Background: an optimization exercise with open tools, aiming at small area. Do not read the settings as production practice.
Where RTL was checked, it was by simulation tests only, not by an equivalence proof against the original.
No driver is modelled on the clock port, so clock power and skew are understated where the tree is cut down; a real chip needs a root buffer or a tree.
Power figures rest on the tool's default switching activity, not on a simulated workload.

==> inputs of 01-28 <==
// alu32_top
module alu32_top(
    input  wire        clk,
    input  wire [31:0] a,
    input  wire [31:0] b,
    input  wire [2:0]  op_code,
    output reg  [32:0] result,
    output reg         zero_flag,
    output reg         control_flag
    );
export LEC_CHECK = 0
export CAP_MARGIN = 20
export CORE_MARGIN = 2
export CORE_UTILIZATION = 40
export SLEW_MARGIN = 20
export SYNTH_HIERARCHICAL = 1
export SYNTH_MINIMUM_KEEP_SIZE = 0
create_clock -name core_clock -period 5.0 [get_ports {clk}]
standard.sh (not shown) runs the stock make flow with config.mk's settings and CLKGATE_MAP_FILE= SYNTH_SCRIPT=/design/flow/synth_recipe.tcl, a recipe that flattens the netlist after the stock synthesis.
==> flow/flow/run.sh <==
#!/bin/bash
# Standard ORFS layout with three changes: the port buffers use the smallest buffer cell,
# every combinational cell is put at its smallest drive strength after floorplanning (the
# repair steps then size up only what timing needs), and power recovery downsizes
# non-critical cells after global routing.
set -euo pipefail
W=$(pwd)
bash standard.sh BUFFER_PORTS_ARGS="-buffer_cell sky130_fd_sc_hd__buf_1" \
  POST_FLOORPLAN_TCL="$W/flow/downsize.tcl" RECOVER_POWER=100 finish > make_finish.log 2>&1
==> flow/flow/downsize.tcl <==
# POST_FLOORPLAN hook: put every combinational cell at the smallest drive strength of its
# family; the later repair steps size up what timing needs.
set n 0
foreach inst [[ord::get_db_block] getInsts] {
  set m [$inst getMaster]
  set name [$m getName]
  if {![regexp {^(sky130_fd_sc_hd__[a-z0-9]+)_([0-9]+)$} $name -> base sz]} { continue }
  if {[string match {*df*} $base] || [string match {*clk*} $base] || [string match {*tap*} $base]
      || [string match {*conb*} $base] || [string match {*dl*} $base]} { continue }
  set best ""
  set best_a 1e9
  foreach lc [get_lib_cells ${base}_*] {
    set ln [get_name $lc]
    if {![regexp "^${base}_\[0-9\]+\$" $ln]} { continue }
    if {[get_property $lc dont_use]} { continue }
    set a [get_property $lc area]
    if {$a < $best_a} { set best_a $a; set best $ln }
  }
  if {$best ne "" && $best ne $name} {
    $inst swapMaster [[ord::get_db] findMaster $best]
    incr n
  }
}
puts "downsize: replaced $n cells"
==> inputs of 04-02, as changes to 01-28 <==
==> flow/flow/run.sh (replaced) <==
#!/bin/bash
# Standard ORFS layout with these changes: the port buffers use the smallest buffer cell;
# every combinational cell is put at its smallest drive strength after floorplanning (the
# repair steps then size up only what timing needs); clock tree synthesis adds no dummy
# loads; power recovery downsizes non-critical cells after global routing.
set -euo pipefail
W=$(pwd)
bash standard.sh BUFFER_PORTS_ARGS="-buffer_cell sky130_fd_sc_hd__buf_1" \
  POST_FLOORPLAN_TCL="$W/flow/downsize.tcl" \
  CTS_ARGS="-sink_clustering_enable -repair_clock_nets -dont_use_dummy_load" \
  RECOVER_POWER=100 finish > make_finish.log 2>&1
GPL_TIMING_DRIVEN = 0   (was default)
==> qor summary <==
metric	01-28	04-02
Status	finished clean	finished clean
Startpoint of the worst-slack reg-to-reg timing path	op_q[1]$_DFF_P_	op_q[0]$_DFF_P_
Share of total power in the clock network	22.6%	20.2%
HPWL after detailed placement	6925 µm	6457 µm
Mean routed wirelength per cell	14.00 µm	14.23 µm
Via density per instance	4.866	4.946
Final Cycle Share	93.25%	97.14%
End-of-flow core utilization	50.31%	49.77%
Highest attainable clock frequency	214.5 MHz	205.9 MHz
Peak ir drop on the vdd network	0.1330 mV	0.1848 mV
Placed Cells incl. Taps	647	615
Final clock skew	0.006136 ns	0.01430 ns
Area growth syn-to-layout	21.19%	19.88%
Least-Margin Pin Slew	0.8160 ns	0.7375 ns
Post CTS Setup Buffer Count	0	11
Met1 track demand over resource	21.03%	18.47%
Worst-case hold path end point	result[27]$_DFF_P_	result[21]$_DFF_P_
WL final	9380 µm	9304 µm
Cell Int Power	1.397 mW	1.359 mW
Worst rel slew slack	45.60%	50.83%
No functional check of the RTL was part of any run of this note.

========
==> job 6037 <==
alu32_top, a different RTL version from the one above (not shown whole).
Design alu32_top, start of the top module:
module alu32_top(
    input  wire        clk,
    input  wire [31:0] a,
    input  wire [31:0] b,
    input  wire [2:0]  op_code,
    output reg  [32:0] result,
    output reg         zero_flag,
    output reg         control_flag
    );
clock: 5.0 ns
lec_check: 0
cap_margin: 20
core_margin: 2
core_utilization: 40
slew_margin: 20
synth_hierarchical: 1
synth_minimum_keep_size: 0
==> flow/flow/run.sh <==
#!/bin/bash
# Standard ORFS layout with these changes: the port buffers use the smallest buffer cell;
# every combinational cell is put at its smallest drive strength after floorplanning (the
# repair steps then size up only what timing needs); after clock tree synthesis its tree is
# replaced by four clkbuf_16 cells fed straight from the clock port (flow/mycts.tcl); power
# recovery downsizes non-critical cells after global routing.
set -euo pipefail
W=$(pwd)
bash standard.sh BUFFER_PORTS_ARGS="-buffer_cell sky130_fd_sc_hd__buf_1" \
  POST_FLOORPLAN_TCL="$W/flow/downsize.tcl" POST_CTS_TCL="$W/flow/mycts.tcl" \
  CTS_ARGS="-sink_clustering_enable -repair_clock_nets -dont_use_dummy_load" \
  RECOVER_POWER=100 finish > make_finish.log 2>&1
==> flow/flow/mycts.tcl <==
if {![info exists ::env(MYCTS_NB)]} { set NB 4 } else { set NB $::env(MYCTS_NB) }
set block [ord::get_db_block]
set clknet [$block findNet clk]

# walk the clock network from the port: flip-flop clock pins are the sinks, every other cell
# on it is a clock buffer or inverter that clock_tree_synthesis inserted
set sinks {}
set kill_insts {}
set kill_nets {}
set todo [list $clknet]
while {[llength $todo]} {
  set net [lindex $todo 0]
  set todo [lrange $todo 1 end]
  foreach it [$net getITerms] {
    if {[$it isOutputSignal]} { continue }
    set inst [$it getInst]
    set mname [[$inst getMaster] getName]
    if {[string match {*df*} $mname]} {
      lappend sinks $it
    } else {
      lappend kill_insts $inst
      foreach ot [$inst getITerms] {
        if {[$ot isOutputSignal] && [$ot getNet] ne "NULL"} {
          lappend kill_nets [$ot getNet]
          lappend todo [$ot getNet]
        }
      }
    }
  }
}
puts "mycts: [llength $sinks] clock sinks, removing [llength $kill_insts] clock tree cells"
foreach it $sinks { $it disconnect }
foreach inst $kill_insts { odb::dbInst_destroy $inst }
foreach net $kill_nets { odb::dbNet_destroy $net }

set master [[ord::get_db] findMaster sky130_fd_sc_hd__clkbuf_16]
set order {}
foreach it $sinks {
  lappend order [list [lindex [[$it getInst] getLocation] 0] $it]
}
set order [lsort -integer -index 0 $order]
set n [llength $order]
for {set k 0} {$k < $NB} {incr k} {
  set lo [expr {$k * $n / $NB}]
  set hi [expr {($k + 1) * $n / $NB - 1}]
  set net [odb::dbNet_create $block "clknet_leaf_$k"]
  $net setSigType CLOCK
  set buf [odb::dbInst_create $block $master "clkbuf_leaf_$k"]
  set sx 0
  set sy 0
  set m 0
  foreach s [lrange $order $lo $hi] {
    set it [lindex $s 1]
    $it connect $net
    set loc [[$it getInst] getLocation]
    set sx [expr {$sx + [lindex $loc 0]}]
    set sy [expr {$sy + [lindex $loc 1]}]
    incr m
  }
  [$buf findITerm A] connect $clknet
  [$buf findITerm X] connect $net
  $buf setLocation [expr {$sx / $m}] [expr {$sy / $m}]
  $buf setPlacementStatus PLACED
  puts "mycts: leaf $k drives $m flip-flops"
}
detailed_placement
check_placement -verbose
estimate_parasitics -placement
report_clock_skew
Scripts as last shown in full above: flow/flow/downsize.tcl
==> job 6142 (differences from job 6037) <==
--- a/flow/design.v
+++ b/flow/design.v
@@ -34,13 +34,16 @@
 module ALU_8_Bit #(parameter WIDTH = 8) (A, B, op_code, result, zero_flag, control_flag);
     input  [WIDTH-1:0] A, B;
     input  [2:0] op_code;
     output zero_flag, control_flag;
     output [WIDTH:0] result;
+    generate if (WIDTH == 32) begin : g32
     wire inv, ar, nar, kp, kg, nkp, nkg;
-    alu_decode u_dec (.op(op_code), .inv(inv), .ar(ar), .nar(nar), .kp(kp), .kg(kg),
-        .nkp(nkp), .nkg(nkg));
+    alu_dinv u_dinv (.op(op_code), .inv(inv));
+    alu_dar u_dar (.op(op_code), .ar(ar), .nar(nar));
+    alu_dkp u_dkp (.op(op_code), .kp(kp), .nkp(nkp));
+    alu_dkg u_dkg (.op(op_code), .kg(kg), .nkg(nkg));
     wire [31:0] bx;    
     wire [31:0] pp;    
     wire [31:0] gg;    
     wire [31:0] sx;    
     wire [31:0] lt;    
@@ -339,10 +342,25 @@
     wire zn1;
     alu_nand #(.N(4)) u_zn1 (.a({zp3, zp4, zp5, zp6}), .y(zn1));
     wire zn2;
     alu_nand #(.N(4)) u_zn2 (.a({zp7, zp8, zp9, zp10}), .y(zn2));
     alu_nor #(.N(3)) u_z (.a({zn0, zn1, zn2}), .y(zero_flag));
+    end else begin : g_any
+    wire [WIDTH:0] sum = {1'b0, A} + {1'b0, B};
+    wire [WIDTH:0] dif = {1'b0, A} - {1'b0, B};
+    wire [WIDTH:0] res =
+        (op_code == 3'b000) ? sum :
+        (op_code == 3'b001) ? dif :
+        (op_code == 3'b010) ? {{WIDTH{1'b0}}, A > B} :
+        (op_code == 3'b011) ? {{WIDTH{1'b0}}, A == B} :
+        (op_code == 3'b100) ? {{WIDTH{1'b0}}, A < B} :
+        (op_code == 3'b101) ? {1'b0, A & B} :
+        (op_code == 3'b110) ? {1'b0, A | B} : {1'b0, A ^ B};
+    assign result = res;
+    assign zero_flag = ~|res;
+    assign control_flag = (op_code[2:1] == 2'b00) & res[WIDTH];
+    end endgenerate
 endmodule
 module alu_xor2 (input a, input b, output y);
     assign y = a ^ b;
 endmodule
 module alu_xnor2 (input a, input b, output y);
@@ -398,18 +416,23 @@
     assign y = ~|a;
 endmodule
 module alu_nand #(parameter N = 4) (input [N-1:0] a, output y);
     assign y = ~&a;
 endmodule
-module alu_decode (input [2:0] op, output inv, output ar, output nar, output kp, output kg,
-                   output nkp, output nkg);
+module alu_dinv (input [2:0] op, output inv);
     assign inv = op[2] ^ (op[1] | op[0]);      
+endmodule
+module alu_dar (input [2:0] op, output ar, output nar);
     assign nar = op[2] | op[1];
     assign ar  = ~nar;                         
+endmodule
+module alu_dkp (input [2:0] op, output kp, output nkp);
     assign kp  = op[2] & op[1];                
-    assign kg  = op[2] & (op[1] ^ op[0]);      
     assign nkp = ~kp;
+endmodule
+module alu_dkg (input [2:0] op, output kg, output nkg);
+    assign kg  = op[2] & (op[1] ^ op[0]);      
     assign nkg = ~kg;
 endmodule
 module alu_flags #(parameter CINV = 0) (input [2:0] op, input ci, input eq, output hi,
                                         output cmp, output ncmp);
     wire co = ci ^ CINV;
==> flow/flow/run.sh (replaced) <==
#!/bin/bash
# Standard ORFS layout with these changes: the port buffers use the smallest buffer cell;
# every combinational cell is put at its smallest drive strength after floorplanning (the
# repair steps then size up only what timing needs); after clock tree synthesis its tree is
# replaced by a smaller two-level one (flow/mycts.tcl: the clock port drives one inv_8, which
# drives two clkinv_16, each clocking half the flip-flops); power recovery downsizes
# non-critical cells after global routing.
set -euo pipefail
W=$(pwd)
bash standard.sh BUFFER_PORTS_ARGS="-buffer_cell sky130_fd_sc_hd__buf_1" \
  POST_FLOORPLAN_TCL="$W/flow/downsize.tcl" POST_CTS_TCL="$W/flow/mycts.tcl" \
  CTS_ARGS="-sink_clustering_enable -repair_clock_nets -dont_use_dummy_load" \
  RECOVER_POWER=100 finish > make_finish.log 2>&1
==> flow/flow/mycts.tcl (replaced) <==
# POST_CTS hook: replace the clock tree that clock_tree_synthesis built with a smaller one.
# The clock port drives one ROOT inverter, which drives NB LEAF inverters; each leaf drives
# the clock pins of one cluster of flip-flops (balanced k-means on their locations) and sits at
# the cluster's centre. Every flip-flop's clock goes through the same two inversions. With ROOT
# empty, the port drives the leaves (buffers then) directly.
set NB 2
set LEAF sky130_fd_sc_hd__clkinv_16
set ROOT sky130_fd_sc_hd__inv_8
if {[info exists ::env(MYCTS_NB)]} { set NB $::env(MYCTS_NB) }
if {[info exists ::env(MYCTS_LEAF)]} { set LEAF $::env(MYCTS_LEAF) }
if {[info exists ::env(MYCTS_ROOT)]} { set ROOT $::env(MYCTS_ROOT) }
set block [ord::get_db_block]
set clknet [$block findNet clk]

# walk the clock network from the port: flip-flop clock pins are the sinks, every other cell
# on it is a clock buffer or inverter that clock_tree_synthesis inserted
set sinks {}
set kill_insts {}
set kill_nets {}
set todo [list $clknet]
while {[llength $todo]} {
  set net [lindex $todo 0]
  set todo [lrange $todo 1 end]
  foreach it [$net getITerms] {
    if {[$it isOutputSignal]} { continue }
    set inst [$it getInst]
    set mname [[$inst getMaster] getName]
    if {[string match {*df*} $mname]} {
      lappend sinks $it
    } else {
      lappend kill_insts $inst
      foreach ot [$inst getITerms] {
        if {[$ot isOutputSignal] && [$ot getNet] ne "NULL"} {
          lappend kill_nets [$ot getNet]
          lappend todo [$ot getNet]
        }
      }
    }
  }
}
puts "mycts: [llength $sinks] clock sinks, removing [llength $kill_insts] clock tree cells"
foreach it $sinks { $it disconnect }
foreach inst $kill_insts { odb::dbInst_destroy $inst }
foreach net $kill_nets { odb::dbNet_destroy $net }

set master [[ord::get_db] findMaster $LEAF]
# with a root cell (an inverter), the port drives it and it drives the leaves (inverters too)
set leafin $clknet
if {$ROOT ne ""} {
  set leafin [odb::dbNet_create $block "clknet_root"]
  $leafin setSigType CLOCK
  set rbuf [odb::dbInst_create $block [[ord::get_db] findMaster $ROOT] "clkbuf_root"]
}
# group the flip-flops by k-means on their locations, starting from vertical strips
set pts {}
foreach it $sinks {
  set loc [[$it getInst] getLocation]
  lappend pts [list [lindex $loc 0] [lindex $loc 1] $it]
}
set pts [lsort -integer -index 0 $pts]
set n [llength $pts]
set cx {}
set cy {}
for {set k 0} {$k < $NB} {incr k} {
  set p [lindex $pts [expr {(2 * $k + 1) * $n / (2 * $NB)}]]
  lappend cx [lindex $p 0]
  lappend cy [lindex $p 1]
}
# balanced k-means: each cluster takes at most ceil(n / NB) flip-flops
set cap [expr {($n + $NB - 1) / $NB}]
for {set iter 0} {$iter < 20} {incr iter} {
  set pairs {}
  set i 0
  foreach p $pts {
    for {set k 0} {$k < $NB} {incr k} {
      set d [expr {abs([lindex $p 0] - [lindex $cx $k]) + abs([lindex $p 1] - [lindex $cy $k])}]
      lappend pairs [list $d $i $k]
    }
    incr i
  }
  set pairs [lsort -real -index 0 $pairs]
  set asg [lrepeat $n -1]
  set cnt [lrepeat $NB 0]
  foreach pr $pairs {
    lassign $pr d i k
    if {[lindex $asg $i] >= 0 || [lindex $cnt $k] >= $cap} { continue }
    lset asg $i $k
    lset cnt $k [expr {[lindex $cnt $k] + 1}]
  }
  set sx [lrepeat $NB 0]; set sy [lrepeat $NB 0]
  foreach p $pts a $asg {
    lset sx $a [expr {[lindex $sx $a] + [lindex $p 0]}]
    lset sy $a [expr {[lindex $sy $a] + [lindex $p 1]}]
  }
  for {set k 0} {$k < $NB} {incr k} {
    if {[lindex $cnt $k] > 0} {
      lset cx $k [expr {[lindex $sx $k] / [lindex $cnt $k]}]
      lset cy $k [expr {[lindex $sy $k] / [lindex $cnt $k]}]
    }
  }
}
for {set k 0} {$k < $NB} {incr k} {
  set net [odb::dbNet_create $block "clknet_leaf_$k"]
  $net setSigType CLOCK
  set buf [odb::dbInst_create $block $master "clkbuf_leaf_$k"]
  set m 0
  foreach p $pts a $asg {
    if {$a == $k} { [lindex $p 2] connect $net; incr m }
  }
  [$buf findITerm A] connect $leafin
  foreach ot [$buf getITerms] { if {[$ot isOutputSignal]} { $ot connect $net } }
  $buf setLocation [lindex $cx $k] [lindex $cy $k]
  $buf setPlacementStatus PLACED
  puts "mycts: leaf $k drives $m flip-flops"
}
if {$ROOT ne ""} {
  [$rbuf findITerm A] connect $clknet
  foreach ot [$rbuf getITerms] { if {[$ot isOutputSignal]} { $ot connect $leafin } }
  set rx 0
  set ry 0
  foreach x $cx y $cy { set rx [expr {$rx + $x}]; set ry [expr {$ry + $y}] }
  $rbuf setLocation [expr {$rx / $NB}] [expr {$ry / $NB}]
  $rbuf setPlacementStatus PLACED
}
detailed_placement
check_placement -verbose
estimate_parasitics -placement
report_clock_skew
--- a/flow/config.mk
+++ b/flow/config.mk
@@ -5,9 +5,9 @@
 export SDC_FILE = /design/flow/constraint.sdc
 export NUM_CORES = 4
 export LEC_CHECK = 0
 export CAP_MARGIN = 20
 export CORE_MARGIN = 2
-export CORE_UTILIZATION = 40
+export CORE_UTILIZATION = 55
 export SLEW_MARGIN = 20
 export SYNTH_HIERARCHICAL = 1
 export SYNTH_MINIMUM_KEEP_SIZE = 0
==> results.toml <==
[outcome]
outcome = "finished clean"

[timing]
hold_ws_ns = 0.5874

[floorplanning]
rows = 37
fp.dieW_um = 107.8

[setup_path]
critPathLaunch = "op_q[0]"
cp_common_cell = "o21ai_1"

[power_and_ir_drop]
p_comb_uw = 576
power.leakage_nw = 1.804
swShare = 0.3059
ir_drop_v = 0.0003704

[finish]
num-multi-input-gates = 281

[detailed_routing]
met1Wirelength_mm = 4.100
Source of the figures above: job 6037

==> results.toml <==
[floorplanning]
rows = 32

[detailed_routing]
met1Wirelength_mm = 3.730

[power_and_ir_drop]
ir_drop_v = 0.0003198
power.leakage_nw = 1.750
swShare = 0.3467
p_comb_uw = 571

[outcome]
outcome = "finished clean"

[finish]
num-multi-input-gates = 282
Source of the figures above: job 6142

Only the layout flow was run in job 6037; the RTL was not checked for function there. In every run of this note, the design's own scripts or RTL, not TritonCTS, make the clock network.

static timing again, ports no longer ideal:
The flow's constraints put no driver on any port. The routed layouts listed below were extracted and timed again, unchanged, in two steps. Step 1 assumes that a clkbuf_16 drives the clock port and a buf_2 every other input. Step 2 also shifts input and output timing later by t, the mid clock arrival at the registers, as if the neighbouring blocks saw the same clock. Three values: no drivers, after step 1, after step 2; two values: the first two.
run	shift t [ns]	setup WS [ns]	worst register clock-pin slew, ns	worst data-port slew with drivers (ns)	pins driven straight from the clock port
01-28	0.395	0.337 / 0.337 / 0.337	0.09 / 0.09	0.04	1
04-02	0.402	0.143 / 0.143 / 0.143	0.09 / 0.09	0.04	1
job 6037	0.225	0.504 / 0.504 / 0.504	0.10 / 0.10	0.03	4
job 6142	0.206	0.509 / 0.509 / 0.509	0.11 / 0.11	0.04	1
After both steps setup and hold are still met in every run listed.
